Source: an optimization exercise on an open RTL-to-GDS flow (aim: small area, a short achievable clock period and few clock cycles). Production flows keep margins and buffers that such runs may drop.

Design processor, start of the top module:
module processor #(
    parameter ROWS        = 256,
    parameter SPIKES      = 16,
    parameter PE_COUNT    = 16,
    parameter WEIGHT_WIDTH = 16,
    parameter ACC_WIDTH   = 16,
    parameter NO_WIDTH    = 8,
    parameter VMEM_WIDTH    = 16,
    parameter THRESH_WIDTH  = 16,
    parameter LEAK_WIDTH    = 16,
    parameter REFRAC_WIDTH  = 4
) (
    input  wire clk,
    input  wire rst_n,
    input  wire                        task_valid,
    output wire                        task_ready,
    input  wire [$clog2(ROWS)-1:0]     task_row_id,
    input  wire [$clog2(ROWS)-1:0]     task_prefix_id,
    input  wire [SPIKES-1:0]           task_pattern,
    output wire [$clog2(SPIKES*PE_COUNT)-1:0] weight_addr,
    input  wire [WEIGHT_WIDTH-1:0] weight_data,
    output wire                    weight_rd_en,
    output wire [$clog2(ROWS)-1:0]     output_rd_addr,
    output wire [$clog2(ROWS)-1:0]     output_wr_addr,
    input  wire [PE_COUNT*ACC_WIDTH-1:0] output_rd_data,
    output wire [PE_COUNT*ACC_WIDTH-1:0] output_wr_data,
    output wire                        output_wr_en,
    input  wire [THRESH_WIDTH-1:0]     cfg_threshold,
    input  wire [LEAK_WIDTH-1:0]       cfg_leak,
    input  wire [VMEM_WIDTH-1:0]       cfg_reset_potential,
    input  wire [REFRAC_WIDTH-1:0]     cfg_refractory,
    input  wire                        lif_enable,
    input  wire                        timestep_end,
    output wire [PE_COUNT-1:0]         spike_out,
    output reg                         spike_valid,
    input  wire [$clog2(PE_COUNT)-1:0] vmem_rd_idx,
    output wire [VMEM_WIDTH-1:0]       vmem_rd_data,
    output wire                        proc_busy,
    output wire                        proc_done
);
    reg [15:0] th_r, nleak_r, rp_r;
    reg [3:0]  ref_r;
    reg        le_r;
    always @(posedge clk) begin
        th_r    <= cfg_threshold;
        nleak_r <= {~cfg_leak[15], cfg_leak[14:0]};
        rp_r    <= cfg_reset_potential;
        ref_r   <= cfg_refractory;
        le_r    <= lif_enable;
    end
    reg  [15:0] rpl_r;
    reg [3:0] ph;
    reg [8:0] ld_cnt;
    reg       ld_dv;
    reg [3:0] ld_dn;
    always @(posedge clk) begin
        if (!rst_n) begin
            ph     <= 4'd0;
            ld_cnt <= 9'd0;
            ld_dv  <= 1'b0;
  ...
Size in the first run: roughly 41000 cells after synthesis, about 5600 flip-flops, roughly 680 I/O pins, about 300000 um^2 of cells after synthesis.
==> module fpadd, before the edit <==
module fpadd (
    input  wire [15:0] a,
    input  wire [15:0] b,
    input  wire        byp,
    output wire [15:0] y
);
    wire za = ~|a[14:0];
    wire zb = ~|b[14:0];
    wire swap = a[14:0] < b[14:0];
    wire [14:0] L = swap ? b[14:0] : a[14:0];
    wire [14:0] S = swap ? a[14:0] : b[14:0];
    wire sL = swap ? b[15] : a[15];
    wire sub = a[15] ^ b[15];
    wire [4:0] eL = L[14:10];
    wire [4:0] eS = S[14:10];
    wire hL = |eL;
    wire hS = |eS;
    wire [4:0] d = {eL[4:1], eL[0] | ~hL} - {eS[4:1], eS[0] | ~hS};
    wire [11:0] mS0 = {hS, S[9:0], 1'b0};
    wire [11:0] mS = d[4] ? 12'd0 : (mS0 >> d[3:0]);
    wire [12:0] mL = {1'b0, hL, L[9:0], 1'b0};
    wire [12:0] sum = sub ? (mL - {1'b0, mS}) : (mL + {1'b0, mS});
    wire z8 = ~|sum[12:5];
    wire [12:0] s1 = z8 ? {sum[4:0], 8'b0} : sum;
    wire z4 = ~|s1[12:9];
    wire [12:0] s2 = z4 ? {s1[8:0], 4'b0} : s1;
    wire z2 = ~|s2[12:11];
    wire [12:0] s3 = z2 ? {s2[10:0], 2'b0} : s2;
    wire z1 = ~s3[12];
    wire [12:0] s4 = z1 ? {s3[11:0], 1'b0} : s3;
    wire [5:0] ea = {1'b0, eL} + 6'd1 - {2'b0, z8, z4, z2, z1};
    wire flush = (~|sum) | ea[5];
    wire ovf = &ea[4:0];
    wire [15:0] r = flush ? 16'h0000 : ovf ? {sL, 5'b11111, 10'd0} : {sL, ea[4:0], s4[11:2]};
    assign y = zb ? ((za & ~byp) ? 16'h0000 : a) : za ? b : r;
endmodule
clock: 28.0 ns
lec_check: 0
abc_area: 1
cap_margin: 20
core_margin: 2
core_utilization: 55
place_density: 0.65
setup_slack_margin: 2.0
slew_margin: 20
standard.sh (not shown) runs the stock make flow with config.mk's settings and CLKGATE_MAP_FILE= SYNTH_SCRIPT=/design/flow/synth_recipe.tcl, a recipe that flattens the netlist after the stock synthesis.
==> flow/flow/run.sh <==
#!/bin/bash
# Own flow: the standard ORFS flow (standard.sh, unchanged synthesis),
# with repair_timing asked for extra setup slack so that it shortens the
# critical paths below the clock period that the constraints give.
set -euo pipefail
MARGIN=$(cat flow/margin.txt)
bash standard.sh SETUP_SLACK_MARGIN=$MARGIN finish > standard_flow.log 2>&1
==> flow/flow/margin.txt <==
15
The starting point finished but failed the layout checks on antenna violations.
Change:
--- a/flow/design.v
+++ b/flow/design.v
@@ -7,7 +7,34 @@
     output wire [15:0] y
 );
+    function lt_r;
+        input [9:0] x, z;
+        integer i;
+        reg c;
+        begin
+            c = 1'b0;
+            for (i = 0; i < 10; i = i + 1) c = (~x[i] & z[i]) | (~(x[i] ^ z[i]) & c);
+            lt_r = c;
+        end
+    endfunction
+    function [12:0] addsub13;
+        input [12:0] x, z;
+        input s;
+        integer i;
+        reg c, zz;
+        begin
+            c = s;
+            for (i = 0; i < 13; i = i + 1) begin
+                zz = z[i] ^ s;
+                addsub13[i] = x[i] ^ zz ^ c;
+                c = (x[i] & zz) | ((x[i] ^ zz) & c);
+            end
+        end
+    endfunction
     wire za = ~|a[14:0];
     wire zb = ~|b[14:0];
-    wire swap = a[14:0] < b[14:0];
+    wire elt = lt_r({5'd0, a[14:10]}, {5'd0, b[14:10]});
+    wire eeq = (a[14:10] == b[14:10]);
+    wire mlt = lt_r(a[9:0], b[9:0]);
+    wire swap = elt | (eeq & mlt);
     wire [14:0] L = swap ? b[14:0] : a[14:0];
     wire [14:0] S = swap ? a[14:0] : b[14:0];
@@ -15,12 +42,19 @@
     wire sub = a[15] ^ b[15];
     wire [4:0] eL = L[14:10];
-    wire [4:0] eS = S[14:10];
     wire hL = |eL;
-    wire hS = |eS;
-    wire [4:0] d = {eL[4:1], eL[0] | ~hL} - {eS[4:1], eS[0] | ~hS};
+    wire hS = |S[14:10];
+    wire [4:0] ea1 = {a[14:11], a[10] | ~|a[14:10]};
+    wire [4:0] eb1 = {b[14:11], b[10] | ~|b[14:10]};
+    wire [4:0] dab = ea1 - eb1;
+    wire [4:0] dba = eb1 - ea1;
+    wire [4:0] d = swap ? dba : dab;
     wire [11:0] mS0 = {hS, S[9:0], 1'b0};
-    wire [11:0] mS = d[4] ? 12'd0 : (mS0 >> d[3:0]);
+    wire [11:0] t1 = d[0] ? {1'b0, mS0[11:1]} : mS0;
+    wire [11:0] t2 = d[1] ? {2'b0, t1[11:2]} : t1;
+    wire [11:0] t3 = d[2] ? {4'b0, t2[11:4]} : t2;
+    wire [11:0] t4 = d[3] ? {8'b0, t3[11:8]} : t3;
+    wire [11:0] mS = d[4] ? 12'd0 : t4;
     wire [12:0] mL = {1'b0, hL, L[9:0], 1'b0};
-    wire [12:0] sum = sub ? (mL - {1'b0, mS}) : (mL + {1'b0, mS});
+    wire [12:0] sum = addsub13(mL, {1'b0, mS}, sub);
     wire z8 = ~|sum[12:5];
     wire [12:0] s1 = z8 ? {sum[4:0], 8'b0} : sum;
=> The changed run finished but failed the layout checks on max-capacitance violations, max-slew violations. Clock-buffer cell count rises by 27. Fmax decreases by 2.4%. Global-route usage grows by 3.1 points. Clock skew hardly moves. Core utilization increases by 3.1 points. Setup slack degrades by 0.32 ns.
Function was not checked in any run of this note: the RTL went through the layout flow alone.

## afterwards: timing with drivers on the ports
Ports are ideal in the flow. The routed layouts listed here were re-timed in OpenROAD.
Step 1: set_driving_cell puts a clkbuf_16 on clk and a buf_2 on each other input, an assumption about the parent block.
Step 2 adds t to the input delays and takes it off the output delays; t is the mean of the earliest and latest rising clock arrival at the registers after step 1. Input paths then give back, and output paths get back, about the clock's delay inside the block.
a / b / c = ideal ports / drivers / drivers and shift; a / b = the first two.
| run | t (ns) | slack for setup (ns) | slew at the worst register clock pin (ns) |
|---|---|---|---|
| the first run | 1.231 | 14.899 / 14.766 / 14.766 | 0.09 / 0.09 |
| the second run | 1.215 | 14.580 / 14.357 / 14.357 | 0.07 / 0.07 |
For the second run, which loses most, drivers alone change the setup slack by -0.223 ns; drivers and shift together by -0.223 ns.
